This design comes from an exercise in tuning for a short achievable clock period and few clock cycles on the open sky130 flow, not from production work. In this exercise RTL edits were held to simulation tests only and were not proved equivalent to the original. In every run shown here, the design's own scripts or RTL, not TritonCTS, make the clock network. No driver is modelled on the clock port, so clock power and skew are understated where the tree is cut down; a real chip needs a root buffer or a tree. No activity file was given, so power comes from the tool's default toggle rates.

==> flow/design.v <==
module conv(
    input rst,
    input clk,
    output M0_R_req,
    output [31:0] M0_addr,
    input [31:0] M0_R_data,
    output [3:0] M0_W_req,
    output [31:0] M0_W_data,
    output M1_R_req,
    output [31:0] M1_addr,
    input [31:0] M1_R_data,
    output [3:0] M1_W_req,
    output reg [31:0] M1_W_data,
    input start,
    output finish
);
    assign M0_W_req  = 4'd0;
    assign M0_W_data = 32'd0;
    reg        busy;           
    reg        done;           
    reg        req;            
    reg  [9:0] raddr;          
    reg  [9:0] rcnt;           
    reg        rv;             
    reg [31:0] xin;            
    reg        xv;             
    reg  [3:0] wsel;           
    reg  [4:0] col;            
    reg  [4:0] row;            
    reg        colok, rowok;   
    reg  [2:0] ov;             
    reg        wr;             
    reg  [9:0] waddr;          
    wire go      = start & ~busy & ~done;           
    wire lastw   = wr & (waddr == 10'd675);         
    wire n_busy  = ~rst & ((busy & ~lastw) | go);
    wire n_done  = ~rst & (done | lastw);
    wire n_req   = ~rst & ((req & (rcnt != 10'd792)) | go);
    wire [9:0] n_raddr = rst ? 10'd784 :
                         req ? ((raddr == 10'd792) ? 10'd0 : raddr + 10'd1) :
                         go ? 10'd784 : raddr;
    wire n_wr    = ~rst & ov[2];
    wire [9:0] n_waddr = rst ? 10'd0 : wr ? waddr + 10'd1 : go ? 10'd0 : waddr;
    wire pix_in = xv & (wsel == 4'd9);
    always @(posedge clk) begin
        busy  <= n_busy;
        done  <= n_done;
        req   <= n_req;
        raddr <= n_raddr;
        wr    <= n_wr;
        waddr <= n_waddr;
        xin <= M0_R_data;
        if (rst) begin
            rv <= 1'b0;
            xv <= 1'b0;
            ov <= 3'd0;
        end else begin
            if (go) begin
                rcnt  <= 10'd0;
                wsel  <= 4'd0;
                col   <= 5'd0;
                row   <= 5'd0;
                colok <= 1'b0;
                rowok <= 1'b0;
            end
            if (req) rcnt <= rcnt + 10'd1;
            rv <= req;
            xv <= rv;
            if (xv) begin
                if (wsel != 4'd9) wsel <= wsel + 4'd1;
                if (pix_in) begin
                    if (col == 5'd27) begin
                        col   <= 5'd0;
                        colok <= 1'b0;
                        row   <= row + 5'd1;
                        if (row == 5'd1) rowok <= 1'b1;
                    end else begin
                        col <= col + 5'd1;
                        if (col == 5'd1) colok <= 1'b1;
                    end
                end
            end
            ov <= {ov[1:0], pix_in & colok & rowok};
        end
    end
    wire [9:0] oraddr, owaddr;
    conv_oreg #(1)  o_finish (.clk(clk), .d(n_done), .q(finish));
    conv_oreg #(1)  o_m0req  (.clk(clk), .d(n_req), .q(M0_R_req));
    conv_oreg #(10) o_m0addr (.clk(clk), .d(n_raddr), .q(oraddr));
    conv_oreg #(1)  o_m1req  (.clk(clk), .d(n_wr), .q(M1_R_req));
    conv_oreg #(1)  o_m1we0  (.clk(clk), .d(n_wr), .q(M1_W_req[0]));
    conv_oreg #(1)  o_m1we1  (.clk(clk), .d(n_wr), .q(M1_W_req[1]));
    conv_oreg #(1)  o_m1we2  (.clk(clk), .d(n_wr), .q(M1_W_req[2]));
    conv_oreg #(1)  o_m1we3  (.clk(clk), .d(n_wr), .q(M1_W_req[3]));
    conv_oreg #(10) o_m1addr (.clk(clk), .d(n_waddr), .q(owaddr));
    assign M0_addr = {20'd0, oraddr, 2'b00};
    assign M1_addr = {20'd0, owaddr, 2'b00};
    wire [47:0] t0_0, t0_1, t0_2, t0_3;
    conv_mul mul0(.clk(clk), .x(xin), .wload(xv && wsel == 4'd0), .t0(t0_0), .t1(t0_1), .t2(t0_2), .t3(t0_3));
    wire [47:0] t1_0, t1_1, t1_2, t1_3;
    conv_mul mul1(.clk(clk), .x(xin), .wload(xv && wsel == 4'd1), .t0(t1_0), .t1(t1_1), .t2(t1_2), .t3(t1_3));
    wire [47:0] t2_0, t2_1, t2_2, t2_3;
    conv_mul mul2(.clk(clk), .x(xin), .wload(xv && wsel == 4'd2), .t0(t2_0), .t1(t2_1), .t2(t2_2), .t3(t2_3));
    wire [47:0] t3_0, t3_1, t3_2, t3_3;
    conv_mul mul3(.clk(clk), .x(xin), .wload(xv && wsel == 4'd3), .t0(t3_0), .t1(t3_1), .t2(t3_2), .t3(t3_3));
    wire [47:0] t4_0, t4_1, t4_2, t4_3;
    conv_mul mul4(.clk(clk), .x(xin), .wload(xv && wsel == 4'd4), .t0(t4_0), .t1(t4_1), .t2(t4_2), .t3(t4_3));
    wire [47:0] t5_0, t5_1, t5_2, t5_3;
    conv_mul mul5(.clk(clk), .x(xin), .wload(xv && wsel == 4'd5), .t0(t5_0), .t1(t5_1), .t2(t5_2), .t3(t5_3));
    wire [47:0] t6_0, t6_1, t6_2, t6_3;
    conv_mul mul6(.clk(clk), .x(xin), .wload(xv && wsel == 4'd6), .t0(t6_0), .t1(t6_1), .t2(t6_2), .t3(t6_3));
    wire [47:0] t7_0, t7_1, t7_2, t7_3;
    conv_mul mul7(.clk(clk), .x(xin), .wload(xv && wsel == 4'd7), .t0(t7_0), .t1(t7_1), .t2(t7_2), .t3(t7_3));
    wire [47:0] t8_0, t8_1, t8_2, t8_3;
    conv_mul mul8(.clk(clk), .x(xin), .wload(xv && wsel == 4'd8), .t0(t8_0), .t1(t8_1), .t2(t8_2), .t3(t8_3));
    reg [31:0] rs [0:8];
    reg [31:0] rc [0:8];
    reg [31:0] d2 [0:24];
    reg [31:0] d5 [0:24];
    wire [47:0] q0_s1 = t0_0 ^ t0_1 ^ t0_2;
    wire [47:0] q0_c1 = {(t0_0[46:0] & t0_1[46:0]) | (t0_0[46:0] & t0_2[46:0]) | (t0_1[46:0] & t0_2[46:0]), 1'b0};
    wire [47:0] q0_s3 = q0_s1 ^ q0_c1 ^ t0_3;
    wire [47:0] q0_c3 = {(q0_s1[46:0] & q0_c1[46:0]) | (q0_s1[46:0] & t0_3[46:0]) | (q0_c1[46:0] & t0_3[46:0]), 1'b0};
    wire [16:0] lo0 = {1'b0, q0_s3[15:0]} + {1'b0, q0_c3[15:0]};
    wire [31:0] hs0 = q0_s3[47:16];
    wire [31:0] hc0 = q0_c3[47:16];
    wire [31:0] ns0 = hs0 ^ hc0;
    wire [31:0] nc0 = {hs0[30:0] & hc0[30:0], lo0[16]};
    wire [47:0] q1_s1 = t1_0 ^ t1_1 ^ t1_2;
    wire [47:0] q1_c1 = {(t1_0[46:0] & t1_1[46:0]) | (t1_0[46:0] & t1_2[46:0]) | (t1_1[46:0] & t1_2[46:0]), 1'b0};
    wire [47:0] as1 = {rs[0], 16'd0};
    wire [47:0] ac1 = {rc[0], 16'd0};
    wire [47:0] q1_s2 = t1_3 ^ as1 ^ ac1;
    wire [47:0] q1_c2 = {(t1_3[46:0] & as1[46:0]) | (t1_3[46:0] & ac1[46:0]) | (as1[46:0] & ac1[46:0]), 1'b0};
    wire [47:0] q1_s3 = q1_s1 ^ q1_c1 ^ q1_s2;
    wire [47:0] q1_c3 = {(q1_s1[46:0] & q1_c1[46:0]) | (q1_s1[46:0] & q1_s2[46:0]) | (q1_c1[46:0] & q1_s2[46:0]), 1'b0};
    wire [16:0] lo1 = {1'b0, q1_s3[15:0]} + {1'b0, q1_c3[15:0]};
    wire [31:0] hs1 = q1_s3[47:16];
    wire [31:0] hc1 = q1_c3[47:16];
    wire [31:0] h31 = q1_c2[47:16];
    wire [31:0] ns1 = hs1 ^ hc1 ^ h31;
    wire [31:0] nc1 = {(hs1[30:0] & hc1[30:0]) | (hs1[30:0] & h31[30:0]) | (hc1[30:0] & h31[30:0]), lo1[16]};
    wire [47:0] q2_s1 = t2_0 ^ t2_1 ^ t2_2;
    wire [47:0] q2_c1 = {(t2_0[46:0] & t2_1[46:0]) | (t2_0[46:0] & t2_2[46:0]) | (t2_1[46:0] & t2_2[46:0]), 1'b0};
    wire [47:0] as2 = {rs[1], 16'd0};
    wire [47:0] ac2 = {rc[1], 16'd0};
    wire [47:0] q2_s2 = t2_3 ^ as2 ^ ac2;
    wire [47:0] q2_c2 = {(t2_3[46:0] & as2[46:0]) | (t2_3[46:0] & ac2[46:0]) | (as2[46:0] & ac2[46:0]), 1'b0};
    wire [47:0] q2_s3 = q2_s1 ^ q2_c1 ^ q2_s2;
    wire [47:0] q2_c3 = {(q2_s1[46:0] & q2_c1[46:0]) | (q2_s1[46:0] & q2_s2[46:0]) | (q2_c1[46:0] & q2_s2[46:0]), 1'b0};
    wire [16:0] lo2 = {1'b0, q2_s3[15:0]} + {1'b0, q2_c3[15:0]};
    wire [31:0] hs2 = q2_s3[47:16];
    wire [31:0] hc2 = q2_c3[47:16];
    wire [31:0] h32 = q2_c2[47:16];
    wire [31:0] ns2 = hs2 ^ hc2 ^ h32;
    wire [31:0] nc2 = {(hs2[30:0] & hc2[30:0]) | (hs2[30:0] & h32[30:0]) | (hc2[30:0] & h32[30:0]), lo2[16]};
    wire [47:0] q3_s1 = t3_0 ^ t3_1 ^ t3_2;
    wire [47:0] q3_c1 = {(t3_0[46:0] & t3_1[46:0]) | (t3_0[46:0] & t3_2[46:0]) | (t3_1[46:0] & t3_2[46:0]), 1'b0};
    wire [31:0] a3 = d2[24];
    wire [47:0] q3_s3 = q3_s1 ^ q3_c1 ^ t3_3;
    wire [47:0] q3_c3 = {(q3_s1[46:0] & q3_c1[46:0]) | (q3_s1[46:0] & t3_3[46:0]) | (q3_c1[46:0] & t3_3[46:0]), 1'b0};
    wire [16:0] lo3 = {1'b0, q3_s3[15:0]} + {1'b0, q3_c3[15:0]};
    wire [31:0] hs3 = q3_s3[47:16];
    wire [31:0] hc3 = q3_c3[47:16];
    wire [31:0] h33 = a3;
    wire [31:0] ns3 = hs3 ^ hc3 ^ h33;
    wire [31:0] nc3 = {(hs3[30:0] & hc3[30:0]) | (hs3[30:0] & h33[30:0]) | (hc3[30:0] & h33[30:0]), lo3[16]};
    wire [47:0] q4_s1 = t4_0 ^ t4_1 ^ t4_2;
    wire [47:0] q4_c1 = {(t4_0[46:0] & t4_1[46:0]) | (t4_0[46:0] & t4_2[46:0]) | (t4_1[46:0] & t4_2[46:0]), 1'b0};
    wire [47:0] as4 = {rs[3], 16'd0};
    wire [47:0] ac4 = {rc[3], 16'd0};
    wire [47:0] q4_s2 = t4_3 ^ as4 ^ ac4;
    wire [47:0] q4_c2 = {(t4_3[46:0] & as4[46:0]) | (t4_3[46:0] & ac4[46:0]) | (as4[46:0] & ac4[46:0]), 1'b0};
    wire [47:0] q4_s3 = q4_s1 ^ q4_c1 ^ q4_s2;
    wire [47:0] q4_c3 = {(q4_s1[46:0] & q4_c1[46:0]) | (q4_s1[46:0] & q4_s2[46:0]) | (q4_c1[46:0] & q4_s2[46:0]), 1'b0};
    wire [16:0] lo4 = {1'b0, q4_s3[15:0]} + {1'b0, q4_c3[15:0]};
    wire [31:0] hs4 = q4_s3[47:16];
    wire [31:0] hc4 = q4_c3[47:16];
    wire [31:0] h34 = q4_c2[47:16];
    wire [31:0] ns4 = hs4 ^ hc4 ^ h34;
    wire [31:0] nc4 = {(hs4[30:0] & hc4[30:0]) | (hs4[30:0] & h34[30:0]) | (hc4[30:0] & h34[30:0]), lo4[16]};
    wire [47:0] q5_s1 = t5_0 ^ t5_1 ^ t5_2;
    wire [47:0] q5_c1 = {(t5_0[46:0] & t5_1[46:0]) | (t5_0[46:0] & t5_2[46:0]) | (t5_1[46:0] & t5_2[46:0]), 1'b0};
    wire [47:0] as5 = {rs[4], 16'd0};
    wire [47:0] ac5 = {rc[4], 16'd0};
    wire [47:0] q5_s2 = t5_3 ^ as5 ^ ac5;
    wire [47:0] q5_c2 = {(t5_3[46:0] & as5[46:0]) | (t5_3[46:0] & ac5[46:0]) | (as5[46:0] & ac5[46:0]), 1'b0};
    wire [47:0] q5_s3 = q5_s1 ^ q5_c1 ^ q5_s2;
    wire [47:0] q5_c3 = {(q5_s1[46:0] & q5_c1[46:0]) | (q5_s1[46:0] & q5_s2[46:0]) | (q5_c1[46:0] & q5_s2[46:0]), 1'b0};
    wire [16:0] lo5 = {1'b0, q5_s3[15:0]} + {1'b0, q5_c3[15:0]};
    wire [31:0] hs5 = q5_s3[47:16];
    wire [31:0] hc5 = q5_c3[47:16];
    wire [31:0] h35 = q5_c2[47:16];
    wire [31:0] ns5 = hs5 ^ hc5 ^ h35;
    wire [31:0] nc5 = {(hs5[30:0] & hc5[30:0]) | (hs5[30:0] & h35[30:0]) | (hc5[30:0] & h35[30:0]), lo5[16]};
    wire [47:0] q6_s1 = t6_0 ^ t6_1 ^ t6_2;
    wire [47:0] q6_c1 = {(t6_0[46:0] & t6_1[46:0]) | (t6_0[46:0] & t6_2[46:0]) | (t6_1[46:0] & t6_2[46:0]), 1'b0};
    wire [31:0] a6 = d5[24];
    wire [47:0] q6_s3 = q6_s1 ^ q6_c1 ^ t6_3;
    wire [47:0] q6_c3 = {(q6_s1[46:0] & q6_c1[46:0]) | (q6_s1[46:0] & t6_3[46:0]) | (q6_c1[46:0] & t6_3[46:0]), 1'b0};
    wire [16:0] lo6 = {1'b0, q6_s3[15:0]} + {1'b0, q6_c3[15:0]};
    wire [31:0] hs6 = q6_s3[47:16];
    wire [31:0] hc6 = q6_c3[47:16];
    wire [31:0] h36 = a6;
    wire [31:0] ns6 = hs6 ^ hc6 ^ h36;
    wire [31:0] nc6 = {(hs6[30:0] & hc6[30:0]) | (hs6[30:0] & h36[30:0]) | (hc6[30:0] & h36[30:0]), lo6[16]};
    wire [47:0] q7_s1 = t7_0 ^ t7_1 ^ t7_2;
    wire [47:0] q7_c1 = {(t7_0[46:0] & t7_1[46:0]) | (t7_0[46:0] & t7_2[46:0]) | (t7_1[46:0] & t7_2[46:0]), 1'b0};
    wire [47:0] as7 = {rs[6], 16'd0};
    wire [47:0] ac7 = {rc[6], 16'd0};
    wire [47:0] q7_s2 = t7_3 ^ as7 ^ ac7;
    wire [47:0] q7_c2 = {(t7_3[46:0] & as7[46:0]) | (t7_3[46:0] & ac7[46:0]) | (as7[46:0] & ac7[46:0]), 1'b0};
    wire [47:0] q7_s3 = q7_s1 ^ q7_c1 ^ q7_s2;
    wire [47:0] q7_c3 = {(q7_s1[46:0] & q7_c1[46:0]) | (q7_s1[46:0] & q7_s2[46:0]) | (q7_c1[46:0] & q7_s2[46:0]), 1'b0};
    wire [16:0] lo7 = {1'b0, q7_s3[15:0]} + {1'b0, q7_c3[15:0]};
    wire [31:0] hs7 = q7_s3[47:16];
    wire [31:0] hc7 = q7_c3[47:16];
    wire [31:0] h37 = q7_c2[47:16];
    wire [31:0] ns7 = hs7 ^ hc7 ^ h37;
    wire [31:0] nc7 = {(hs7[30:0] & hc7[30:0]) | (hs7[30:0] & h37[30:0]) | (hc7[30:0] & h37[30:0]), lo7[16]};
    wire [47:0] q8_s1 = t8_0 ^ t8_1 ^ t8_2;
    wire [47:0] q8_c1 = {(t8_0[46:0] & t8_1[46:0]) | (t8_0[46:0] & t8_2[46:0]) | (t8_1[46:0] & t8_2[46:0]), 1'b0};
    wire [47:0] as8 = {rs[7], 16'd0};
    wire [47:0] ac8 = {rc[7], 16'd0};
    wire [47:0] q8_s2 = t8_3 ^ as8 ^ ac8;
    wire [47:0] q8_c2 = {(t8_3[46:0] & as8[46:0]) | (t8_3[46:0] & ac8[46:0]) | (as8[46:0] & ac8[46:0]), 1'b0};
    wire [47:0] q8_s3 = q8_s1 ^ q8_c1 ^ q8_s2;
    wire [47:0] q8_c3 = {(q8_s1[46:0] & q8_c1[46:0]) | (q8_s1[46:0] & q8_s2[46:0]) | (q8_c1[46:0] & q8_s2[46:0]), 1'b0};
    wire [16:0] lo8 = {1'b0, q8_s3[15:0]} + {1'b0, q8_c3[15:0]};
    wire [31:0] hs8 = q8_s3[47:16];
    wire [31:0] hc8 = q8_c3[47:16];
    wire [31:0] h38 = q8_c2[47:16];
    wire [31:0] ns8 = hs8 ^ hc8 ^ h38;
    wire [31:0] nc8 = {(hs8[30:0] & hc8[30:0]) | (hs8[30:0] & h38[30:0]) | (hc8[30:0] & h38[30:0]), lo8[16]};
    integer j;
    always @(posedge clk) begin
        rs[0] <= ns0;
        rc[0] <= nc0;
        rs[1] <= ns1;
        rc[1] <= nc1;
        rs[2] <= ns2;
        rc[2] <= nc2;
        rs[3] <= ns3;
        rc[3] <= nc3;
        rs[4] <= ns4;
        rc[4] <= nc4;
        rs[5] <= ns5;
        rc[5] <= nc5;
        rs[6] <= ns6;
        rc[6] <= nc6;
        rs[7] <= ns7;
        rc[7] <= nc7;
        rs[8] <= ns8;
        rc[8] <= nc8;
        d2[0] <= rs[2] + rc[2];
        d5[0] <= rs[5] + rc[5];
        for (j = 1; j < 25; j = j + 1) begin
            d2[j] <= d2[j-1];
            d5[j] <= d5[j-1];
        end
        M1_W_data <= rs[8] + rc[8];
    end
endmodule
module conv_mul(
    input             clk,
    input      [31:0] x,         
    input             wload,     
    output reg [47:0] t0,
    output reg [47:0] t1,
    output reg [47:0] t2,
    output reg [47:0] t3
);
    reg [31:0] w;                
    reg [31:0] wq;               
    reg [34:0] w3;               
    reg [10:0] neg, m1, m2, m3, m4;   
    wire [34:0] xe = {x[31], x[31], x, 1'b0};
    integer k;
    always @(posedge clk) begin
        if (wload) w <= x;
        wq <= w;
        w3 <= {{3{w[31]}}, w} + {{2{w[31]}}, w, 1'b0};
        for (k = 0; k < 11; k = k + 1) begin
            neg[k] <= xe[3*k+3];
            case (xe[3*k +: 4])
                4'b0000, 4'b1111: {m1[k], m2[k], m3[k], m4[k]} <= 4'b0000;
                4'b0001, 4'b0010, 4'b1101, 4'b1110: {m1[k], m2[k], m3[k], m4[k]} <= 4'b1000;
                4'b0011, 4'b0100, 4'b1011, 4'b1100: {m1[k], m2[k], m3[k], m4[k]} <= 4'b0100;
                4'b0101, 4'b0110, 4'b1001, 4'b1010: {m1[k], m2[k], m3[k], m4[k]} <= 4'b0010;
                default: {m1[k], m2[k], m3[k], m4[k]} <= 4'b0001;
            endcase
        end
    end
    wire [34:0] w1 = {{3{wq[31]}}, wq};
    wire [34:0] w2 = {{2{wq[31]}}, wq, 1'b0};
    wire [34:0] w4 = {{1{wq[31]}}, wq, 2'b0};
    wire [34:0] mag0 = ({35{m1[0]}} & w1) | ({35{m2[0]}} & w2) | ({35{m3[0]}} & w3) | ({35{m4[0]}} & w4);
    wire [34:0] v0 = mag0 ^ {35{neg[0]}};
    wire [47:0] pp0 = {13'd0, {~v0[34], v0[33:0]}};
    wire [34:0] mag1 = ({35{m1[1]}} & w1) | ({35{m2[1]}} & w2) | ({35{m3[1]}} & w3) | ({35{m4[1]}} & w4);
    wire [34:0] v1 = mag1 ^ {35{neg[1]}};
    wire [47:0] pp1 = {10'd0, {~v1[34], v1[33:0]}, 3'd0};
    wire [34:0] mag2 = ({35{m1[2]}} & w1) | ({35{m2[2]}} & w2) | ({35{m3[2]}} & w3) | ({35{m4[2]}} & w4);
    wire [34:0] v2 = mag2 ^ {35{neg[2]}};
    wire [47:0] pp2 = {7'd0, {~v2[34], v2[33:0]}, 6'd0};
    wire [34:0] mag3 = ({35{m1[3]}} & w1) | ({35{m2[3]}} & w2) | ({35{m3[3]}} & w3) | ({35{m4[3]}} & w4);
    wire [34:0] v3 = mag3 ^ {35{neg[3]}};
    wire [47:0] pp3 = {4'd0, {~v3[34], v3[33:0]}, 9'd0};
    wire [34:0] mag4 = ({35{m1[4]}} & w1) | ({35{m2[4]}} & w2) | ({35{m3[4]}} & w3) | ({35{m4[4]}} & w4);
    wire [34:0] v4 = mag4 ^ {35{neg[4]}};
    wire [47:0] pp4 = {1'd0, {~v4[34], v4[33:0]}, 12'd0};
    wire [34:0] mag5 = ({35{m1[5]}} & w1) | ({35{m2[5]}} & w2) | ({35{m3[5]}} & w3) | ({35{m4[5]}} & w4);
    wire [34:0] v5 = mag5 ^ {35{neg[5]}};
    wire [47:0] pp5 = {v5[32:0], 15'd0};
    wire [34:0] mag6 = ({35{m1[6]}} & w1) | ({35{m2[6]}} & w2) | ({35{m3[6]}} & w3) | ({35{m4[6]}} & w4);
    wire [34:0] v6 = mag6 ^ {35{neg[6]}};
    wire [47:0] pp6 = {v6[29:0], 18'd0};
    wire [34:0] mag7 = ({35{m1[7]}} & w1) | ({35{m2[7]}} & w2) | ({35{m3[7]}} & w3) | ({35{m4[7]}} & w4);
    wire [34:0] v7 = mag7 ^ {35{neg[7]}};
    wire [47:0] pp7 = {v7[26:0], 21'd0};
    wire [34:0] mag8 = ({35{m1[8]}} & w1) | ({35{m2[8]}} & w2) | ({35{m3[8]}} & w3) | ({35{m4[8]}} & w4);
    wire [34:0] v8 = mag8 ^ {35{neg[8]}};
    wire [47:0] pp8 = {v8[23:0], 24'd0};
    wire [34:0] mag9 = ({35{m1[9]}} & w1) | ({35{m2[9]}} & w2) | ({35{m3[9]}} & w3) | ({35{m4[9]}} & w4);
    wire [34:0] v9 = mag9 ^ {35{neg[9]}};
    wire [47:0] pp9 = {v9[20:0], 27'd0};
    wire [34:0] mag10 = ({35{m1[10]}} & w1) | ({35{m2[10]}} & w2) | ({35{m3[10]}} & w3) | ({35{m4[10]}} & w4);
    wire [34:0] v10 = mag10 ^ {35{neg[10]}};
    wire [47:0] pp10 = {v10[17:0], 30'd0};
    wire [47:0] nc = {1'b1, 1'b0, 1'b1, 1'b1, 1'b0, 1'b1, 1'b1, 1'b0, 1'b1, 1'b1, 1'b0, 1'b1, 1'b1, 1'b1, 1'b0, 1'b0, 1'b0, neg[10], 1'b0, 1'b0, neg[9], 1'b0, 1'b0, neg[8], 1'b0, 1'b0, neg[7], 1'b0, 1'b0, neg[6], 1'b0, 1'b0, neg[5], 1'b0, 1'b0, neg[4], 1'b0, 1'b0, neg[3], 1'b0, 1'b0, neg[2], 1'b0, 1'b0, neg[1], 1'b0, 1'b0, neg[0]};
    wire [47:0] b0s0 = pp0 ^ pp1 ^ pp2;
    wire [47:0] b0c0 = {(pp0[46:0] & pp1[46:0]) | (pp0[46:0] & pp2[46:0]) | (pp1[46:0] & pp2[46:0]), 1'b0};
    wire [47:0] b0s1 = pp3 ^ pp4 ^ pp5;
    wire [47:0] b0c1 = {(pp3[46:0] & pp4[46:0]) | (pp3[46:0] & pp5[46:0]) | (pp4[46:0] & pp5[46:0]), 1'b0};
    wire [47:0] b0s2 = pp6 ^ pp7 ^ pp8;
    wire [47:0] b0c2 = {(pp6[46:0] & pp7[46:0]) | (pp6[46:0] & pp8[46:0]) | (pp7[46:0] & pp8[46:0]), 1'b0};
    wire [47:0] b0s3 = pp9 ^ pp10 ^ nc;
    wire [47:0] b0c3 = {(pp9[46:0] & pp10[46:0]) | (pp9[46:0] & nc[46:0]) | (pp10[46:0] & nc[46:0]), 1'b0};
    wire [47:0] b1s0 = b0s0 ^ b0c0 ^ b0s1;
    wire [47:0] b1c0 = {(b0s0[46:0] & b0c0[46:0]) | (b0s0[46:0] & b0s1[46:0]) | (b0c0[46:0] & b0s1[46:0]), 1'b0};
    wire [47:0] b1s1 = b0c1 ^ b0s2 ^ b0c2;
    wire [47:0] b1c1 = {(b0c1[46:0] & b0s2[46:0]) | (b0c1[46:0] & b0c2[46:0]) | (b0s2[46:0] & b0c2[46:0]), 1'b0};
    wire [47:0] b2s0 = b1s0 ^ b1c0 ^ b1s1;
    wire [47:0] b2c0 = {(b1s0[46:0] & b1c0[46:0]) | (b1s0[46:0] & b1s1[46:0]) | (b1c0[46:0] & b1s1[46:0]), 1'b0};
    wire [47:0] b2s1 = b1c1 ^ b0s3 ^ b0c3;
    wire [47:0] b2c1 = {(b1c1[46:0] & b0s3[46:0]) | (b1c1[46:0] & b0c3[46:0]) | (b0s3[46:0] & b0c3[46:0]), 1'b0};
    always @(posedge clk) begin
        t0 <= b2s0;
        t1 <= b2c0;
        t2 <= b2s1;
        t3 <= b2c1;
    end
endmodule
module conv_oreg #(parameter N = 1) (
    input              clk,
    input      [N-1:0] d,
    output reg [N-1:0] q
);
    always @(posedge clk) q <= d;
endmodule
==> flow/flow/run.sh <==
#!/bin/bash
set -euo pipefail
MARGIN=${MARGIN:-9.0}
export CT_BITS=${CT_BITS:-"2 2 2 2"}
export CT_CELLS=${CT_CELLS:-"clkinv_16 clkinv_16 clkinv_16 clkinv_16"}
HERE=$(pwd)
bash standard.sh synth > synth.log 2>&1
bash standard.sh SETUP_SLACK_MARGIN=$MARGIN POST_CTS_TCL=$HERE/flow/post_cts.tcl finish > layout.log 2>&1
==> flow/flow/ctree.tcl <==

proc ct_env {name default} {
  if {[info exists ::env($name)]} { return $::env($name) }
  return $default
}

# bisect a list of {x y payload} into 2^levels groups, splitting each group at
# the median of its wider side
proc ct_split {items levels} {
  if {$levels == 0 || [llength $items] < 2} { return [list $items] }
  set xs [lmap it $items {lindex $it 0}]
  set ys [lmap it $items {lindex $it 1}]
  set dx [expr {[tcl::mathfunc::max {*}$xs] - [tcl::mathfunc::min {*}$xs]}]
  set dy [expr {[tcl::mathfunc::max {*}$ys] - [tcl::mathfunc::min {*}$ys]}]
  set k [expr {$dx >= $dy ? 0 : 1}]
  set sorted [lsort -real -index $k $items]
  set h [expr {[llength $sorted] / 2}]
  set a [ct_split [lrange $sorted 0 [expr {$h - 1}]] [expr {$levels - 1}]]
  set b [ct_split [lrange $sorted $h end] [expr {$levels - 1}]]
  return [concat $a $b]
}

proc ct_centre {pts} {
  set sx 0.0; set sy 0.0
  foreach it $pts {
    set sx [expr {$sx + [lindex $it 0]}]
    set sy [expr {$sy + [lindex $it 1]}]
  }
  set n [llength $pts]
  return [list [expr {round($sx / $n)}] [expr {round($sy / $n)}]]
}

# a tree node: {x y kids} where kids are nodes, or {x y sinks} at the last level
proc ct_node {items lvl} {
  if {$lvl == [llength $::ct_bits] - 1} {
    set xy [ct_centre $items]
    return [list [lindex $xy 0] [lindex $xy 1] $items]
  }
  set kids {}
  foreach g [ct_split $items [lindex $::ct_bits [expr {$lvl + 1}]]] {
    if {[llength $g]} { lappend kids [ct_node $g [expr {$lvl + 1}]] }
  }
  set xy [ct_centre $kids]
  return [list [lindex $xy 0] [lindex $xy 1] $kids]
}

proc ct_pin {inst dir} {
  foreach it [$inst getITerms] {
    if {$dir eq "in" && [$it isInputSignal]} { return $it }
    if {$dir eq "out" && [$it isOutputSignal]} { return $it }
  }
  error "ctree: no $dir pin on [$inst getName]"
}

proc ct_inst {node parent_net lvl} {
  set master [lindex $::ct_masters $lvl]
  set name "ctree_${lvl}_${::ct_count}"
  incr ::ct_count
  set inst [odb::dbInst_create $::ct_block $master $name]
  set w [$master getWidth]
  set h [$master getHeight]
  $inst setLocation [expr {[lindex $node 0] - $w / 2}] [expr {[lindex $node 1] - $h / 2}]
  $inst setPlacementStatus PLACED
  [ct_pin $inst in] connect $parent_net
  set net [odb::dbNet_create $::ct_block "ctnet_${lvl}_${::ct_count}"]
  $net setSigType CLOCK
  [ct_pin $inst out] connect $net
  if {$lvl == [llength $::ct_bits] - 1} {
    foreach s [lindex $node 2] { [lindex $s 2] connect $net }
    incr ::ct_leaves
  } else {
    foreach k [lindex $node 2] { ct_inst $k $net [expr {$lvl + 1}] }
  }
}

set ::ct_block [ord::get_db_block]
set ::ct_bits [ct_env CT_BITS "2 3 3"]
set ::ct_masters {}
set ninv 0
foreach c [ct_env CT_CELLS "clkbuf_16 clkbuf_16 clkbuf_16"] {
  set m [[ord::get_db] findMaster "sky130_fd_sc_hd__$c"]
  if {$m eq "NULL"} { error "ctree: no cell $c" }
  if {[string match "*inv*" $c]} { incr ninv }
  lappend ::ct_masters $m
}
if {[llength $::ct_masters] != [llength $::ct_bits]} { error "ctree: CT_CELLS and CT_BITS differ in length" }
if {$ninv % 2} { error "ctree: odd number of inverting levels" }
if {[lindex $::ct_bits 0] != 2} { error "ctree: the port drives 4 cells: CT_BITS must start with 2" }
set clk [$::ct_block findNet clk]

# the existing tree: cells reached from the clock port, and the sinks
set bufs {}
set nets {}
set sinks {}
set queue [list $clk]
while {[llength $queue]} {
  set n [lindex $queue 0]
  set queue [lrange $queue 1 end]
  foreach it [$n getITerms] {
    if {[$it isOutputSignal]} { continue }
    set inst [$it getInst]
    set m [[$inst getMaster] getName]
    if {[string match "sky130_fd_sc_hd__clkbuf_*" $m] || [string match "sky130_fd_sc_hd__clkinv*" $m]} {
      lappend bufs $inst
      set out {}
      foreach o [$inst getITerms] {
        if {[$o isOutputSignal] && [$o getNet] ne "NULL"} { set out [$o getNet] }
      }
      # TritonCTS's dummy loads have no output net
      if {$out eq {}} { continue }
      if {[string match "sky130_fd_sc_hd__clkinv*" $m]} { error "ctree: clock inverter [$inst getName]" }
      lappend nets $out
      lappend queue $out
    } else {
      lappend sinks $it
    }
  }
}
puts "ctree: removing [llength $bufs] clock tree cells; [llength $sinks] sinks"
foreach it $sinks { $it disconnect }
foreach b $bufs {
  foreach it [$b getITerms] { if {[$it getNet] ne "NULL"} { $it disconnect } }
  odb::dbInst_destroy $b
}
foreach n $nets { odb::dbNet_destroy $n }

set items {}
foreach it $sinks {
  set xy [$it getAvgXY]
  if {[lindex $xy 0] == 0} {
    set loc [[$it getInst] getLocation]
    set xy [list 1 [lindex $loc 0] [lindex $loc 1]]
  }
  lappend items [list [lindex $xy 1] [lindex $xy 2] $it]
}

set ::ct_count 0
set ::ct_leaves 0
foreach g [ct_split $items 2] {
  ct_inst [ct_node $g 0] $clk 0
}
puts "ctree: built $::ct_count cells ($::ct_leaves driving flip-flops), levels {$::ct_bits}, cells {[ct_env CT_CELLS {clkbuf_16 clkbuf_16 clkbuf_16}]}"
==> flow/flow/post_cts.tcl <==
# Replace TritonCTS's clock tree with flow/ctree.tcl's, then legalize and
# repair timing again.
source [file join [file dirname [info script]] ctree.tcl]
detailed_placement
estimate_parasitics -placement
report_clock_skew
repair_timing_helper
detailed_placement
check_placement -verbose
report_clock_skew
report_worst_slack -max
==> flow/standard.sh <==
#!/bin/bash
# synth_recipe.tcl (not shown) runs the flow's synth.tcl, then flattens the netlist and writes it again
# the make line also repeats each setting of config.mk as NAME=value (left out here)
make -C /OpenROAD-flow-scripts/flow DESIGN_CONFIG=/design/flow/config.mk WORK_HOME=/design/flow/orfs CLKGATE_MAP_FILE= SYNTH_SCRIPT=/design/flow/synth_recipe.tcl "${@:-finish}"
==> flow/config.mk <==
export PLATFORM = sky130hd
export DESIGN_NAME = conv
export DESIGN_NICKNAME = conv
export VERILOG_FILES = /design/flow/design.v
export SDC_FILE = /design/flow/constraint.sdc
export NUM_CORES = 8
export LEC_CHECK = 0
export CAP_MARGIN = 30
export CORE_MARGIN = 2
export CORE_UTILIZATION = 65
export PLACE_DENSITY = 0.75
export SLEW_MARGIN = 30
export SYNTH_HIERARCHICAL = 1
==> flow/constraint.sdc <==
create_clock -name core_clock -period 12.0 [get_ports {clk}]
set_input_delay 2.4000 -clock core_clock [delete_from_list [all_inputs] [get_ports {clk}]]
set_output_delay 2.4000 -clock core_clock [all_outputs]
set_load 0.01 [all_outputs]
==> results of run 1 <==
-- metal layers --
layer	part of all wire	track usage	vias to the layer above	wire (um)
li1	-	-	90500	-
met1	0.34	0.472	106000	320000
met2	0.43	0.573	16500	403000
met3	0.12	0.0964	4694	115000
met4	0.10	0.301	22	97900
met5	0.00019	0	-	176
-- cells in the final DEF, fill, tap and decap left out, drive strengths merged, types with 77 or more instances in the layout --
cell    netlist  routed
nand2       447     447
ha         1277    1277
o21ai       455     455
buf         948     909
mux2        104     104
o211ai      102     102
a21oi       368     368
clkinv        0     340
diode         0      84
dfxtp      4681    4681
nand3b       84      84
fa         2897    2897
nor3        129     129
a22o       2440    2440
edfxtp      314     314
a221oi     2466    2466
xnor2      2367    2367
and2        104     104
a22oi       263     263
nand4        77      77
conb         10     476
a21o        256     256
xor2       1058    1058
o21a         96      96
nand3       103     103
inv        2801    2843
a222oi       90      90
nor2        380     380
-- worst max path at each step --
stage	from	endpoint	cells past startpoint
global placement	rst	wsel[0]	3
detailed placement	rst	wsel[2]	3
finish	o_m1addr.q[0]	M1_addr[2]	1
floorplan	start	o_m1addr.q[4]	6
global route	M1_W_data[22]	M1_W_data[22]	1
-- Yosys cell counts (28+ instances only) --
cell type  number  share of area
fa_1         2897           0.19
a221oi_1     2439          0.072
o21ai_0       419         0.0070
a31oi_1        35        0.00073
a21oi_1       345         0.0058
mux2i_1        28        0.00094
nand3_1       103         0.0017
o21ai_1        34        0.00057
nor3_1        120         0.0020
nand2_1       446         0.0056
nand3b_1       84         0.0021
buf_1         405         0.0051
nor2b_1        55         0.0012
nand2b_1       33        0.00069
a22oi_1       263         0.0066
a22o_1       2440          0.072
inv_1        2801          0.035
xor2_1       1058          0.031
buf_4         476          0.012
clkbuf_1     2196          0.028
o41ai_1        55         0.0016
o211ai_1       66         0.0017
nand4_1        68         0.0014
o211ai_2       36         0.0015
mux2_2        104         0.0039
edfxtp_1      314          0.032
nor2_1        353         0.0044
dfxtp_1      4681           0.31
a21o_1        256         0.0065
and3_1         34        0.00071
a211oi_1       37        0.00093
ha_1         1277          0.054
buf_2          57        0.00096
o21a_1         96         0.0024
a222oi_1       90         0.0030
and2_1        104         0.0022
xnor2_1      2367          0.070
-- Yosys stat by module, one instance, submodules excluded, a selection --
module,flops+latches,cells,cell area [um^2]
conv,2295,5734,85000
conv_mul,297,2370,23600
-- cell families (layout without fill, tap and decap cells) --
group           Yosys count  after routing  synth area share
compound gates         6852           6852             0.191
buf+inv                5945           4259            0.0814
flops                  4995           4995             0.346
fa+ha+maj              4192           4192             0.249
xor+xnor               3434           3434             0.101
simple gates           1531           1531            0.0263
mux                     132            132           0.00487
other cells              10            560          0.000126
-- registers in the layout, indices dropped and copies added (netlist names), 48 cells and up --
| name | cells |
|---|---|
| d2 | 800 |
| d5 | 800 |
| mul0.t0 | 48 |
| mul1.t0 | 48 |
| mul2.t0 | 48 |
| mul3.t0 | 48 |
| mul4.t0 | 48 |
| mul5.t0 | 48 |
| mul6.t0 | 48 |
| mul7.t0 | 48 |
| mul8.t0 | 48 |
| rc | 288 |
| rs | 288 |
-- layout make-up --
cell class              count  area, um^2
repair buffers           1022       13100
diodes                     84         210
fillers                 31300      128000
inverters                3141       20700
flip-flops and latches   4995      105000
well taps                6125        7660
clock inverters            96        2000
multi-input cells       16600      180000
-- stage by stage --
stage                      util  instances  instance area (um^2)  power [mW]  worst slack [ns]
after floorplan               -      27600                300000        50.3              8.78
after global placement    0.656      31200                299000        65.9              7.99
after detailed placement  0.656      31200                299000        67.1              7.95
after global routing      0.719      32100                328000        87.3              8.52
final                     0.719      32100                328000        81.5              8.56
-- where the power goes --
group          internal [mW]  switching (mW)  total [mW]
Combinational           17.9            24.1        41.9
Sequential              24.1            3.68        27.7
Clock                   3.28            8.58        11.9
Total                   45.2            36.3        81.5
==> metrics.md, run 1 <==
| Metric | Value |
|---|---|
| CP startpoint kind | register |
| Final wirelength | 936,000 um |
| CP required | between 9 and 10 ns |
| Crit path kind | register to primary output |
| Post-synth EDFFs | between 300 and 400 |
| Mapped Cells | 27,100 |
| VDD IR max | approximately 0.31 mV |
| Tcrit/Tclk final | 0.287 |
| Unrepaired setup endpoints after global routing | true |
| Crit path buf inv count | 1 |
| Share of async-settable or async-resettable flops after synthesis | 0 |
| Initial antenna violation count | 61 |
| Total GRT Usage | 0.382 |
| Via count | about 220k |
| Largest net degree at the start of global routing | 46 |
| Worst slew margin relative to its limit | 0.289 |
| Final Setup Violations | 0 |
| I/O Buffers | 93 |
| WHS Endpoint | d2[20][17] |
| Vias in the first global route | around 210k |
| Pin slew with the least headroom to its limit | about 1.1 ns |
| Hold depth | 0 |
| Initial Utilization | 0.653 |
| Worst path cell trace | buf_6 |
| Sequential area share after synthesis | 0.346 |
| Max-cap violations | 0 |
| Worst setup EP type | primary output |
| Final min period | about 3.4 ns |
| WL/cell | roughly 30 um |
| Worst Reg2Reg Path Length in Cells | 8 |
| Clock-pin slew on the worst setup and hold paths | 0.06 ns |
| Syn_area_per_cell | approximately 11 um^2 |
| Hold_sp | d2[19][17] |
| Clock Skew | 0.0802 ns |
| Remaining Overflow, GRT | 0 |
| Ys Warns | 14 |
| First-pass GRT wire length | between 1,000,000 and 1,500,000 um |
| Die height | just under 700 um |
| Synth Flop Type | dfxtp_1 |
| CP Max Fanout | 1 |
| Floorplan row count | roughly 250 |
| Min Hold Slack | around 0.27 ns |
| R2r endpoint | mul4.t0[28] |
| Share of layout cells above drive strength 1 | 0.138 |
| DRC | 0 |
| Synth cell types | 98 |
| Area Growth Syn to Fin | 10.2% |
| FF-to-FF Start | mul4.m4[5] |
| Antenna-violating nets left | 0 |
| Slowest-stage cell, CP | dfxtp_2 |
| Die area | around 0.46 mm^2 |
| Synthesized area | approximately 0.30 mm^2 |
| Worst-Skew Late Latency | roughly 0.64 ns |
| F_max | just under 300 MHz |
| PD cells | between 200 and 250 mW/mm^2 |
| Leakage | ~130 nW |
| Run status | finished clean |
| Number of synthesized register bits | around 5,000 |
| R2R setup slack | approximately 8.8 ns |
| 1st-pass router iterations | 11 |
| Clk sinks | about 5,000 |
| Setup TNS | 0 ns |
| Die W | 681 um |
| Max stage delay on crit path | 0.32 ns |
| Vias per inst | slightly below 7 |
| Hpwl dp | 602,000 um |
| Final hold violations | 0 |
| Placer Congestion | between 0.9 and 1 |
| Starting DRT DRC Count | 31,600 |
| CP Data Arrival Time | approximately 1.0 ns |
| Slew Limit Fails | 0 |
| Delay-heaviest family, CP | flip-flops |
| Final nets | 30,000 |
| Hold crit path type | register to register |
| IO Pins | a little over 200 |
| Core ar. | around 0.46 mm^2 |
Testbench counts, summed over its fixed seeds: cycles 25,600.
==> run 2: changes to the inputs <==
--- a/flow/design.v
+++ b/flow/design.v
@@ -23,6 +23,4 @@
     reg  [9:0] rcnt;           
     reg        rv;             
-    reg [31:0] xin;            
-    reg        xv;             
     reg  [3:0] wsel;           
     reg  [4:0] col;            
@@ -42,5 +40,5 @@
     wire n_wr    = ~rst & ov[2];
     wire [9:0] n_waddr = rst ? 10'd0 : wr ? waddr + 10'd1 : go ? 10'd0 : waddr;
-    wire pix_in = xv & (wsel == 4'd9);
+    wire pix_in = rv & (wsel == 4'd9);
     always @(posedge clk) begin
         busy  <= n_busy;
@@ -50,8 +48,6 @@
         wr    <= n_wr;
         waddr <= n_waddr;
-        xin <= M0_R_data;
         if (rst) begin
             rv <= 1'b0;
-            xv <= 1'b0;
             ov <= 3'd0;
         end else begin
@@ -66,6 +62,5 @@
             if (req) rcnt <= rcnt + 10'd1;
             rv <= req;
-            xv <= rv;
-            if (xv) begin
+            if (rv) begin
                 if (wsel != 4'd9) wsel <= wsel + 4'd1;
                 if (pix_in) begin
@@ -97,21 +92,21 @@
     assign M1_addr = {20'd0, owaddr, 2'b00};
     wire [47:0] t0_0, t0_1, t0_2, t0_3;
-    conv_mul mul0(.clk(clk), .x(xin), .wload(xv && wsel == 4'd0), .t0(t0_0), .t1(t0_1), .t2(t0_2), .t3(t0_3));
+    conv_mul mul0(.clk(clk), .x(M0_R_data), .wload(rv && wsel == 4'd0), .t0(t0_0), .t1(t0_1), .t2(t0_2), .t3(t0_3));
     wire [47:0] t1_0, t1_1, t1_2, t1_3;
-    conv_mul mul1(.clk(clk), .x(xin), .wload(xv && wsel == 4'd1), .t0(t1_0), .t1(t1_1), .t2(t1_2), .t3(t1_3));
+    conv_mul mul1(.clk(clk), .x(M0_R_data), .wload(rv && wsel == 4'd1), .t0(t1_0), .t1(t1_1), .t2(t1_2), .t3(t1_3));
     wire [47:0] t2_0, t2_1, t2_2, t2_3;
-    conv_mul mul2(.clk(clk), .x(xin), .wload(xv && wsel == 4'd2), .t0(t2_0), .t1(t2_1), .t2(t2_2), .t3(t2_3));
+    conv_mul mul2(.clk(clk), .x(M0_R_data), .wload(rv && wsel == 4'd2), .t0(t2_0), .t1(t2_1), .t2(t2_2), .t3(t2_3));
     wire [47:0] t3_0, t3_1, t3_2, t3_3;
-    conv_mul mul3(.clk(clk), .x(xin), .wload(xv && wsel == 4'd3), .t0(t3_0), .t1(t3_1), .t2(t3_2), .t3(t3_3));
+    conv_mul mul3(.clk(clk), .x(M0_R_data), .wload(rv && wsel == 4'd3), .t0(t3_0), .t1(t3_1), .t2(t3_2), .t3(t3_3));
     wire [47:0] t4_0, t4_1, t4_2, t4_3;
-    conv_mul mul4(.clk(clk), .x(xin), .wload(xv && wsel == 4'd4), .t0(t4_0), .t1(t4_1), .t2(t4_2), .t3(t4_3));
+    conv_mul mul4(.clk(clk), .x(M0_R_data), .wload(rv && wsel == 4'd4), .t0(t4_0), .t1(t4_1), .t2(t4_2), .t3(t4_3));
     wire [47:0] t5_0, t5_1, t5_2, t5_3;
-    conv_mul mul5(.clk(clk), .x(xin), .wload(xv && wsel == 4'd5), .t0(t5_0), .t1(t5_1), .t2(t5_2), .t3(t5_3));
+    conv_mul mul5(.clk(clk), .x(M0_R_data), .wload(rv && wsel == 4'd5), .t0(t5_0), .t1(t5_1), .t2(t5_2), .t3(t5_3));
     wire [47:0] t6_0, t6_1, t6_2, t6_3;
-    conv_mul mul6(.clk(clk), .x(xin), .wload(xv && wsel == 4'd6), .t0(t6_0), .t1(t6_1), .t2(t6_2), .t3(t6_3));
+    conv_mul mul6(.clk(clk), .x(M0_R_data), .wload(rv && wsel == 4'd6), .t0(t6_0), .t1(t6_1), .t2(t6_2), .t3(t6_3));
     wire [47:0] t7_0, t7_1, t7_2, t7_3;
-    conv_mul mul7(.clk(clk), .x(xin), .wload(xv && wsel == 4'd7), .t0(t7_0), .t1(t7_1), .t2(t7_2), .t3(t7_3));
+    conv_mul mul7(.clk(clk), .x(M0_R_data), .wload(rv && wsel == 4'd7), .t0(t7_0), .t1(t7_1), .t2(t7_2), .t3(t7_3));
     wire [47:0] t8_0, t8_1, t8_2, t8_3;
-    conv_mul mul8(.clk(clk), .x(xin), .wload(xv && wsel == 4'd8), .t0(t8_0), .t1(t8_1), .t2(t8_2), .t3(t8_3));
+    conv_mul mul8(.clk(clk), .x(M0_R_data), .wload(rv && wsel == 4'd8), .t0(t8_0), .t1(t8_1), .t2(t8_2), .t3(t8_3));
     reg [31:0] rs [0:8];
     reg [31:0] rc [0:8];
==> run 2 against run 1 <==
  * Highest routed layer unchanged
  * First-iteration DRC count up 1.6%
  * Clock power about the same
  * Largest power group unchanged
  * Synthesized area down 0.79%
  * Synthesized cell count down 0.62%
  * Design area about the same
  * Critical path type unchanged
  * Clock skew up 0.0034 ns
  * Sequential share of layout area down 0.22 points
  * Die area down 0.78%
  * Sequential power about the same
  * Via count up 1.5%
==> metrics.md, run 2 <==
| Metric | Value |
|---|---|
| Pin slew with the least headroom to its limit | approximately 1.0 ns |
| Share of async-settable or async-resettable flops after synthesis | 0 |
| Worst-Skew Late Latency | roughly 0.67 ns |
| Leakage | between 100 and 150 nW |
| Final hold violations | 0 |
| CP startpoint kind | register |
| Post-Route Utilization | 0.725 |
| Delay-heaviest family, CP | flip-flops |
| Most numerous cell in the Yosys netlist | dfxtp_1 |
| Initial antenna violation count | 89 |
| Hpwl dp | around 600,000 um |
| Worst setup EP type | primary output |
| IO Pins | about 210 |
| Initial Utilization | 0.653 |
| Number of synthesized register bits | between 4,000 and 5,000 |
| Adder-cell share of the synthesized area | 0.251 |
| Most frequent cells in the layout | 4,043 x dfxtp_1, 2,861 x fa_1, 2,656 x inv_1 |
| Vias per inst | ~6.9 |
| Compound-Gate Fraction of Synth Area | 0.188 |
| FF-to-FF Start | mul4.m3[1] |
| Synth area leaders | dfxtp_1 31%, fa_1 20%, a221oi_1 7.3% |
| Floorplan row count | roughly 250 |
| Final wirelength | between 900,000 and 1,000,000 um |
| CP Max Fanout | 1 |
| Synth Area in XOR/XNOR | 0.103 |
| Slew Limit Fails | 0 |
| VDD IR max | between 0.5 and 0.6 mV |
| PD cells | roughly 260 mW/mm^2 |
| Combinational power share | 0.530 |
| Die W | 678 um |
| Most common cell after layout, fill and taps aside | dfxtp_1 |
| Final nets | between 20,000 and 30,000 |
| Antenna-violating nets left | 0 |
| Via count | approximately 220k |
| CP Data Arrival Time | about 1.1 ns |
| Hold_sp | d2[3][27] |
| Sw Ratio | 0.457 |
| F_max | roughly 290 MHz |
| Post-synth top area cell | dfxtp_1 |
| Placer Congestion | 0.985 |
| Synth cell types | 90 |
| Slowest-stage cell, CP | dfxtp_2 |
| Crit path kind | register to primary output |
| Main combinational cell family by area after synthesis | adder cells |
| Final min period | 3.48 ns |
| Unrepaired setup endpoints after global routing | true |
| Run status | finished clean |
| Die height | between 600 and 700 um |
| Overall power | between 80 and 90 mW |
| Clk pwr share | 0.140 |
| Worst slew margin relative to its limit | 0.326 |
| P_sw | around 38 mW |
| R2r endpoint | mul4.t0[27] |
| Sequential Power Share | 0.330 |
| Post-synth EDFFs | 314 |
| WL/cell | 30.8 um |
| Hold crit path type | register to register |
| Layout fillers | around 30,000 |
| Hold depth | 0 |
| Ys Warns | 14 |
| Clock-pin slew on the worst setup and hold paths | about 0.06 ns |
| Max stage delay on crit path | 0.36 ns |
| Tcrit/Tclk final | 0.290 |
| Die area | around 0.46 mm^2 |
| Sequential area share after synthesis | 0.347 |
| Core ar. | between 0.4 and 0.5 mm^2 |
| Max-cap violations | 0 |
| Design area | ~0.33 mm^2 |
| Final Setup Violations | 0 |
| Vias in the first global route | around 220k |
| Remaining Overflow, GRT | 0 |
| Synthesized area | approximately 0.3 mm^2 |
| CP required | roughly 9.6 ns |
| P_int | ~46 mW |
| Multiplexer share of the synthesized area | 0.00395 |
| Syn_area_per_cell | between 10 and 15 um^2 |
| Min Hold Slack | between 0.2 and 0.3 ns |
| Area Growth Syn to Fin | 11.1% |
| Total GRT Usage | 0.401 |
| Largest net degree at the start of global routing | 36 |
| Simple-Gate Fraction of Synth Area | 0.0272 |
| Worst Reg2Reg Path Length in Cells | 10 |
| Setup TNS | 0 ns |
| R2R setup slack | ~8.8 ns |
| Starting DRT DRC Count | around 32,000 |
| Post-DP Area | about 0.3 mm^2 |
| First-pass GRT wire length | 1,390,000 um |
| I/O Buffers | slightly above 90 |
| DRC | 0 |
| Clk sinks | 4,962 |
| Worst path cell trace | buf_6 |
| Commonest cells in the netlist | 4,648 x dfxtp_1, 2,897 x fa_1, 2,736 x inv_1 |
| Regs by FF count | d2: 800 flops, d5: 800 flops |
| WHS Endpoint | d2[4][27] |
| Top cell type's share of synthesized area | 0.315 |
| Synth Flop Type | dfxtp_1 |
| Mapped Cells | about 27,000 |
| Crit path buf inv count | 1 |
| 1st-pass router iterations | 17 |
| Share of layout cells above drive strength 1 | 0.142 |
| Clock Skew | 0.0836 ns |
run 2: per-stage QoR:
stage                     worst slack [ns]  instances
final                                 8.52      31900
after global routing                  8.49      31900
after detailed placement              7.28      30900
after global placement                7.30      30900
after floorplan                       8.74      27400
run 2: worst max path at each step:
stage	from	to	cells after the start
detailed placement	M0_R_data[8]	mul6.m2[3]	6
finish	o_m0addr.q[2]	M0_addr[4]	1
global route	o_m0addr.q[2]	M0_addr[4]	1
global placement	M0_R_data[8]	mul6.m2[3]	6
floorplan	start	o_m1addr.q[5]	6
run 2: per-layer routing:
layer / track usage / vias up / routed length (um)
met5: 0.00219 / - / 412
met4: 0.388 / 40 / 123000
met3: 0.117 / 6051 / 123000
met2: 0.605 / 17700 / 425000
met1: 0.453 / 107000 / 312000
li1: - / 90200 / -
run 2: Yosys stat by module (local to each module, per instance), a selection:
module | flip-flops and latches | copies in the design | cells inside
conv | 2262 | 1 | 5647
conv_mul | 297 | 9 | 2361
run 2: cell families after synthesis:
logic type | after synthesis
other | 10
XOR/XNOR | 3467
multiplexers | 104
AND/OR/NAND/NOR | 1568
flip-flops | 4962
buffers and inverters | 5855
AO/OA/AOI/OAI | 6765
adder cells (fa/ha/maj) | 4192
run 2: cell type report:
| type | count | area [um^2] | area share |
|---|---|---|---|
| clock inverter | 90 | 1800 | 0.00549 |
| timing repair buffer | 1094 | 15400 | 0.0469 |
| tap | 5976 | 7480 | 0.0228 |
| sequential | 4962 | 104000 | 0.316 |
| multi-input combinational | 16600 | 179000 | 0.545 |
| inverter | 3085 | 20500 | 0.0625 |
| antenna | 151 | 378 | 0.00115 |
run 2: power by group through the flow:
stage	registers, mW	logic [mW]	clock network [mW]
2_1_floorplan	26.1	24.3	0
3_3_place_gp	27.6	39.5	0
3_5_place_dp	27.8	40.8	0
5_1_grt	28.2	48.0	12.7
6_report	27.7	44.5	11.7
Testbench counts of run 2, summed over its fixed seeds: cycles 25,568.
==> run 3: changes to the inputs <==
--- a/flow/flow/run.sh
+++ b/flow/flow/run.sh
@@ -1,3 +1,10 @@
 #!/bin/bash
+# Own layout flow: the standard synthesis unchanged, then the standard
+# ORFS steps with these changes:
+#  - after clock tree synthesis, flow/post_cts.tcl moves the flip-flops that
+#    drive output ports next to their port buffers (flow/outflops.tcl) and
+#    replaces TritonCTS's tree with flow/ctree.tcl's: four levels of clock
+#    inverters made by recursive bisection of the flip-flops, whose 4
+#    first-level cells the clock port drives itself.
 set -euo pipefail
 MARGIN=${MARGIN:-9.0}
--- a/flow/flow/ctree.tcl
+++ b/flow/flow/ctree.tcl
@@ -141,2 +141,54 @@
 }
 puts "ctree: built $::ct_count cells ($::ct_leaves driving flip-flops), levels {$::ct_bits}, cells {[ct_env CT_CELLS {clkbuf_16 clkbuf_16 clkbuf_16}]}"
+
+# Split the clusters of last-level cells whose flip-flop clock pins see a
+# slew over limit_ps (estimated from placement): half of the flip-flops move
+# to a new cell of the same kind, driven by the same net.
+proc ct_max_sink_slew {net_name} {
+  set w 0
+  foreach pin [get_pins -of_objects [get_nets $net_name]] {
+    if {[get_property $pin direction] ne "input"} { continue }
+    foreach a {min max} { foreach e {rise fall} {
+      set sl [sta::time_ui_sta [get_property $pin slew_${a}_$e]]
+      if {$sl > $w} { set w $sl }
+    } }
+  }
+  return [expr {$w * 1e12}]
+}
+
+proc ct_fix_slew {limit_ps} {
+  set last [expr {[llength $::ct_bits] - 1}]
+  set split 0
+  foreach inst [$::ct_block getInsts] {
+    if {![string match "ctree_${last}_*" [$inst getName]]} { continue }
+    set out [[ct_pin $inst out] getNet]
+    set s [ct_max_sink_slew [$out getName]]
+    if {$s <= $limit_ps || $split >= 32} { continue }
+    set items {}
+    foreach it [$out getITerms] {
+      if {[$it getInst] eq $inst} { continue }
+      set xy [$it getAvgXY]
+      lappend items [list [lindex $xy 1] [lindex $xy 2] $it]
+    }
+    if {[llength $items] < 2} { continue }
+    lassign [ct_split $items 1] g1 g2
+    set master [$inst getMaster]
+    set name "ctree_${last}_${::ct_count}"
+    incr ::ct_count
+    set new [odb::dbInst_create $::ct_block $master $name]
+    set xy [ct_centre $g2]
+    $new setLocation [expr {[lindex $xy 0] - [$master getWidth] / 2}] [expr {[lindex $xy 1] - [$master getHeight] / 2}]
+    $new setPlacementStatus PLACED
+    [ct_pin $new in] connect [[ct_pin $inst in] getNet]
+    set net [odb::dbNet_create $::ct_block "ctnet_${last}_${::ct_count}"]
+    $net setSigType CLOCK
+    [ct_pin $new out] connect $net
+    foreach s2 $g2 { [lindex $s2 2] disconnect; [lindex $s2 2] connect $net }
+    set xy [ct_centre $g1]
+    $inst setLocation [expr {[lindex $xy 0] - [$master getWidth] / 2}] [expr {[lindex $xy 1] - [$master getHeight] / 2}]
+    $inst setPlacementStatus PLACED
+    incr split
+    puts "ctree: split [$inst getName] ([format %.1f $s] ps)"
+  }
+  return $split
+}
==> flow/flow/outflops.tcl (new file) <==
# Move each flip-flop that drives an output port's buffer (and nothing else)
# onto that buffer's spot, next to the port; detailed placement then
# legalizes them side by side. This shortens the wire from the flip-flop to
# the buffer on the clock-to-output paths. The port buffers become buf_8.
set block [ord::get_db_block]
set moved 0
set ::outbuf_cell sky130_fd_sc_hd__buf_8
foreach bt [$block getBTerms] {
  if {[$bt getIoType] ne "OUTPUT"} { continue }
  set net [$bt getNet]
  if {$net eq "NULL"} { continue }
  set buf {}
  foreach it [$net getITerms] { if {[$it isOutputSignal]} { set buf [$it getInst] } }
  if {$buf eq {}} { continue }
  set in {}
  foreach it [$buf getITerms] { if {[$it isInputSignal]} { set in $it } }
  if {$in eq {} || [$in getNet] eq "NULL"} { continue }
  set n2 [$in getNet]
  if {[llength [$n2 getITerms]] != 2 || [llength [$n2 getBTerms]] != 0} { continue }
  set ff {}
  foreach it [$n2 getITerms] {
    if {[$it isOutputSignal] && [string match "sky130_fd_sc_hd__*df*" [[[$it getInst] getMaster] getName]]} {
      set ff [$it getInst]
    }
  }
  if {$ff eq {}} { continue }
  # the port buffer: a strong buffer (its load is only the port)
  set bm [[$buf getMaster] getName]
  if {[string match "sky130_fd_sc_hd__buf_*" $bm] && $bm ne $::outbuf_cell} {
    $buf swapMaster [[ord::get_db] findMaster $::outbuf_cell]
  }
  set loc [$buf getLocation]
  $ff setLocation [lindex $loc 0] [lindex $loc 1]
  $ff setPlacementStatus PLACED
  incr moved
}
puts "outflops: moved $moved output flip-flops next to their port buffers"
detailed_placement
==> flow/flow/post_cts.tcl (replaced) <==
# Move the output flip-flops next to their port buffers, replace TritonCTS's
# clock tree with flow/ctree.tcl's, legalize, split the clusters whose clock
# slew is high, and repair timing again.
source [file join [file dirname [info script]] outflops.tcl]
source [file join [file dirname [info script]] ctree.tcl]
detailed_placement
estimate_parasitics -placement
for {set i 0} {$i < 2} {incr i} {
  if {[ct_fix_slew [ct_env CT_SLEW_PS 95]] == 0} { break }
  detailed_placement
  estimate_parasitics -placement
}
report_clock_skew
repair_timing_helper
detailed_placement
check_placement -verbose
report_clock_skew
report_worst_slack -max
==> run 3 against run 2 <==
  * Clock skew grew 0.0017 ns
  * Sequential share of layout area is essentially flat
  * Register-to-register slack is essentially flat
  * Combinational power is essentially flat
  * Via count is essentially flat
  * Total power grew 0.22%
  * Synthesized area is the same
  * Critical endpoint is now M1_addr[3]
==> metrics.md, run 3 <==
| Metric | Value |
|---|---|
| Run status | finished clean |
| Worst setup EP type | primary output |
| Main combinational cell family by area after synthesis | adder cells |
| Antenna-violating nets left | 0 |
| Final min period | 3.46 ns |
| Clock Skew | about 0.085 ns |
| Post-synth EDFFs | 314 |
| Synthesized area | between 0.2 and 0.3 mm^2 |
| Slew Limit Fails | 0 |
| Mapped Cells | 26,900 |
| Clock-pin slew on the worst setup and hold paths | approximately 0.060 ns |
| Placer Congestion | slightly below 1 |
| Crit path launch | o_m1addr.q[1] |
| Die area | between 0.4 and 0.5 mm^2 |
| Post-synth top area cell | dfxtp_1 |
| Synth cell types | 90 |
| Share of layout cells above drive strength 1 | 0.142 |
| Remaining Overflow, GRT | 0 |
| Final hold violations | 0 |
| Via count | roughly 220k |
| DRC | 0 |
| Share of async-settable or async-resettable flops after synthesis | 0 |
| CP Data Arrival Time | between 1 and 1.5 ns |
| Commonest cells in the netlist | 4,648 x dfxtp_1, 2,897 x fa_1, 2,736 x inv_1 |
| Most frequent cells in the layout | 4,027 x dfxtp_1, 2,863 x fa_1, 2,662 x inv_1 |
| Regs by FF count | d2: 800 flops, d5: 800 flops |
| Syn_area_per_cell | about 11 um^2 |
| First-pass GRT wire length | around 1,400,000 um |
| Post-Route Utilization | 0.725 |
| IO Pins | 206 |
| Unrepaired setup endpoints after global routing | true |
| Area Growth Syn to Fin | 11.1% |
| CP required | approximately 9.6 ns |
| Max-cap violations | 0 |
| PD cells | ~260 mW/mm^2 |
| Core ar. | roughly 0.45 mm^2 |
| Largest net degree at the start of global routing | 36 |
| Initial antenna violation count | between 80 and 90 |
| Pin slew with the least headroom to its limit | 1.00 ns |
| Simple-Gate Fraction of Synth Area | 0.0272 |
| I/O Buffers | 93 |
| Crit path buf inv count | 1 |
| R2r endpoint | d5[0][26] |
| Top cell type's share of synthesized area | 0.315 |
| Delay-heaviest family, CP | flip-flops |
| Hold depth | 0 |
| Starting DRT DRC Count | 32,200 |
| Synth area leaders | dfxtp_1 31%, fa_1 20%, a221oi_1 7.3% |
| Most numerous cell in the Yosys netlist | dfxtp_1 |
| Worst slew margin relative to its limit | 0.331 |
| Met2 usage | 0.605 |
| Hpwl dp | roughly 600,000 um |
| Non-Filler Instances | 31,900 |
| Synth Flop Type | dfxtp_1 |
| Vias per inst | approximately 6.9 |
| R2R setup slack | between 8 and 9 ns |
| WHS Endpoint | d2[4][27] |
| Number of synthesized register bits | between 4,000 and 5,000 |
| Worst path cell trace | buf_8 |
| Sequential area share after synthesis | 0.347 |
| Crit path kind | register to primary output |
| Hold_sp | d2[3][27] |
| Total GRT Usage | 0.402 |
| WL/cell | about 30 um |
| Final wirelength | just under 1,000,000 um |
| 1st-pass router iterations | 10 |
| Die W | approximately 680 um |
| Hold crit path type | register to register |
| Most common cell after layout, fill and taps aside | dfxtp_1 |
| Adder-cell share of the synthesized area | 0.251 |
| Leakage | between 100 and 150 nW |
| Final Setup Violations | 0 |
| Tcrit/Tclk final | 0.289 |
| Synth Area in XOR/XNOR | 0.103 |
| F_max | between 200 and 300 MHz |
| CP startpoint kind | register |
| Slowest-stage cell, CP | dfxtp_2 |
| Ys Warns | 14 |
| Met3 Usage GRT | 0.118 |
| FF-to-FF Start | rs[5][0] |
| Worst Reg2Reg Path Length in Cells | 12 |
| CP Max Fanout | 1 |
| Global routing's busiest layer | met2 |
| Die height | ~680 um |
| Initial Utilization | 0.653 |
| Clk sinks | 4,962 |
| Compound-Gate Fraction of Synth Area | 0.188 |
| Vias in the first global route | ~220k |
| Max stage delay on crit path | 0.35 ns |
| VDD IR max | about 0.61 mV |
| # placed instances | between 30,000 and 40,000 |
| Multiplexer share of the synthesized area | 0.00395 |
| Setup TNS | 0 ns |
| Worst-Skew Late Latency | between 0.6 and 0.7 ns |
| Met1 usage | 0.453 |
| Floorplan row count | 247 |
| Final nets | 29,900 |
-- run 3: cell count changes in the layout (fill, tap and decap cells not counted), moves of 9 or more --
| cell | before | now |
|---|---|---|
| buf_8 | 82 | 134 |
| buf_6 | 254 | 213 |
| a221oi_2 | 957 | 988 |
| a221oi_1 | 1479 | 1457 |
| dfxtp_1 | 4043 | 4027 |
| buf_2 | 16 | 1 |
| buf_12 | 174 | 160 |
| dfxtp_2 | 361 | 373 |
| a221oi_4 | 14 | 5 |
-- run 3: final cells by class --
type / count / area, um^2
tap: 5976 / 7480
clock inverter: 90 / 1800
timing repair buffer: 1074 / 15400
sequential: 4962 / 104000
inverter: 3085 / 20500
multi-input combinational: 16600 / 179000
antenna: 143 / 358
fill: 30100 / 124000
-- run 3: worst max path at each step --
stage	slack (ns)	cells past startpoint	end
floorplan	8.74	6	o_m1addr.q[5]
global placement	7.30	6	mul6.m2[3]
detailed placement	7.28	6	mul6.m2[3]
global route	8.51	1	M1_W_data[1]
finish	8.54	1	M1_addr[3]
-- run 3: cells by family after synthesis --
group | count (synthesis)
DFF | 4962
adders and majority gates | 4192
buffers and inverters | 5855
muxes | 104
AOI/OAI and AO/OA | 6765
and+or+nand+nor | 1568
xor gates and xnor gates | 3467
other | 10
-- run 3: metrics by stage --
stage	power (mW)	setup slack, ns	area [um^2]	hold slack (ns)
6_report	84.1	8.54	328000	0.277
5_1_grt	89.2	8.51	328000	0.298
3_3_place_gp	67.1	7.30	297000	0.310
2_1_floorplan	50.3	8.74	297000	0.310
3_5_place_dp	68.6	7.28	297000	0.312
-- run 3: report_power, final --
part	switching, mW	leakage, nW	internal, mW
Clock	8.59	4.76	3.12
Sequential	3.79	42.1	24.0
Combinational	26.0	87.0	18.6
-- run 3: Yosys stat by module (local to each module, per instance), a selection --
module | flip-flops and latches | cells
conv | 2262 | 5647
conv_mul | 297 | 2361
-- run 3: per-layer routing --
layer | wire (um) | vias up | part of all wire
li1 | - | 90100 | -
met1 | 311000 | 107000 | 0.32
met2 | 427000 | 18000 | 0.44
met3 | 122000 | 6024 | 0.12
met4 | 121000 | 44 | 0.12
met5 | 288 | - | 0.00029

==> port drivers added, routing unchanged <==
In the flow no input, the clock included, has a driving cell. The finished layouts below were timed again as built, in two steps.
Step 1, drivers: a clkbuf_16 drives clk and a buf_2 each remaining input, both assumed.
Step 2 times the ports against the registers' clock, not the clock port: input delays grow and output delays shrink by t, the midpoint of the rising clock arrivals with the driver on.
a / b / c = no drivers / after step 1 / after step 2; a / b = the first two.
run	t (ns)	setup slack, ns	hold WS [ns]	worst register clock-pin slew, ns	pins driven straight from the clock port
run 1	1.002	8.556 / 8.139 / 8.408	0.271 / 0.270 / 0.270	0.09 / 0.09	4
run 2	1.004	8.518 / 8.125 / 7.899	0.292 / 0.292 / 0.292	0.09 / 0.09	4
run 3	1.004	8.536 / 8.139 / 7.872	0.277 / 0.278 / 0.278	0.08 / 0.08	4
After both steps setup and hold are still met in every run listed. The setup slack of run 3, which loses most, moves by -0.397 ns with the drivers and by -0.664 ns with both steps.
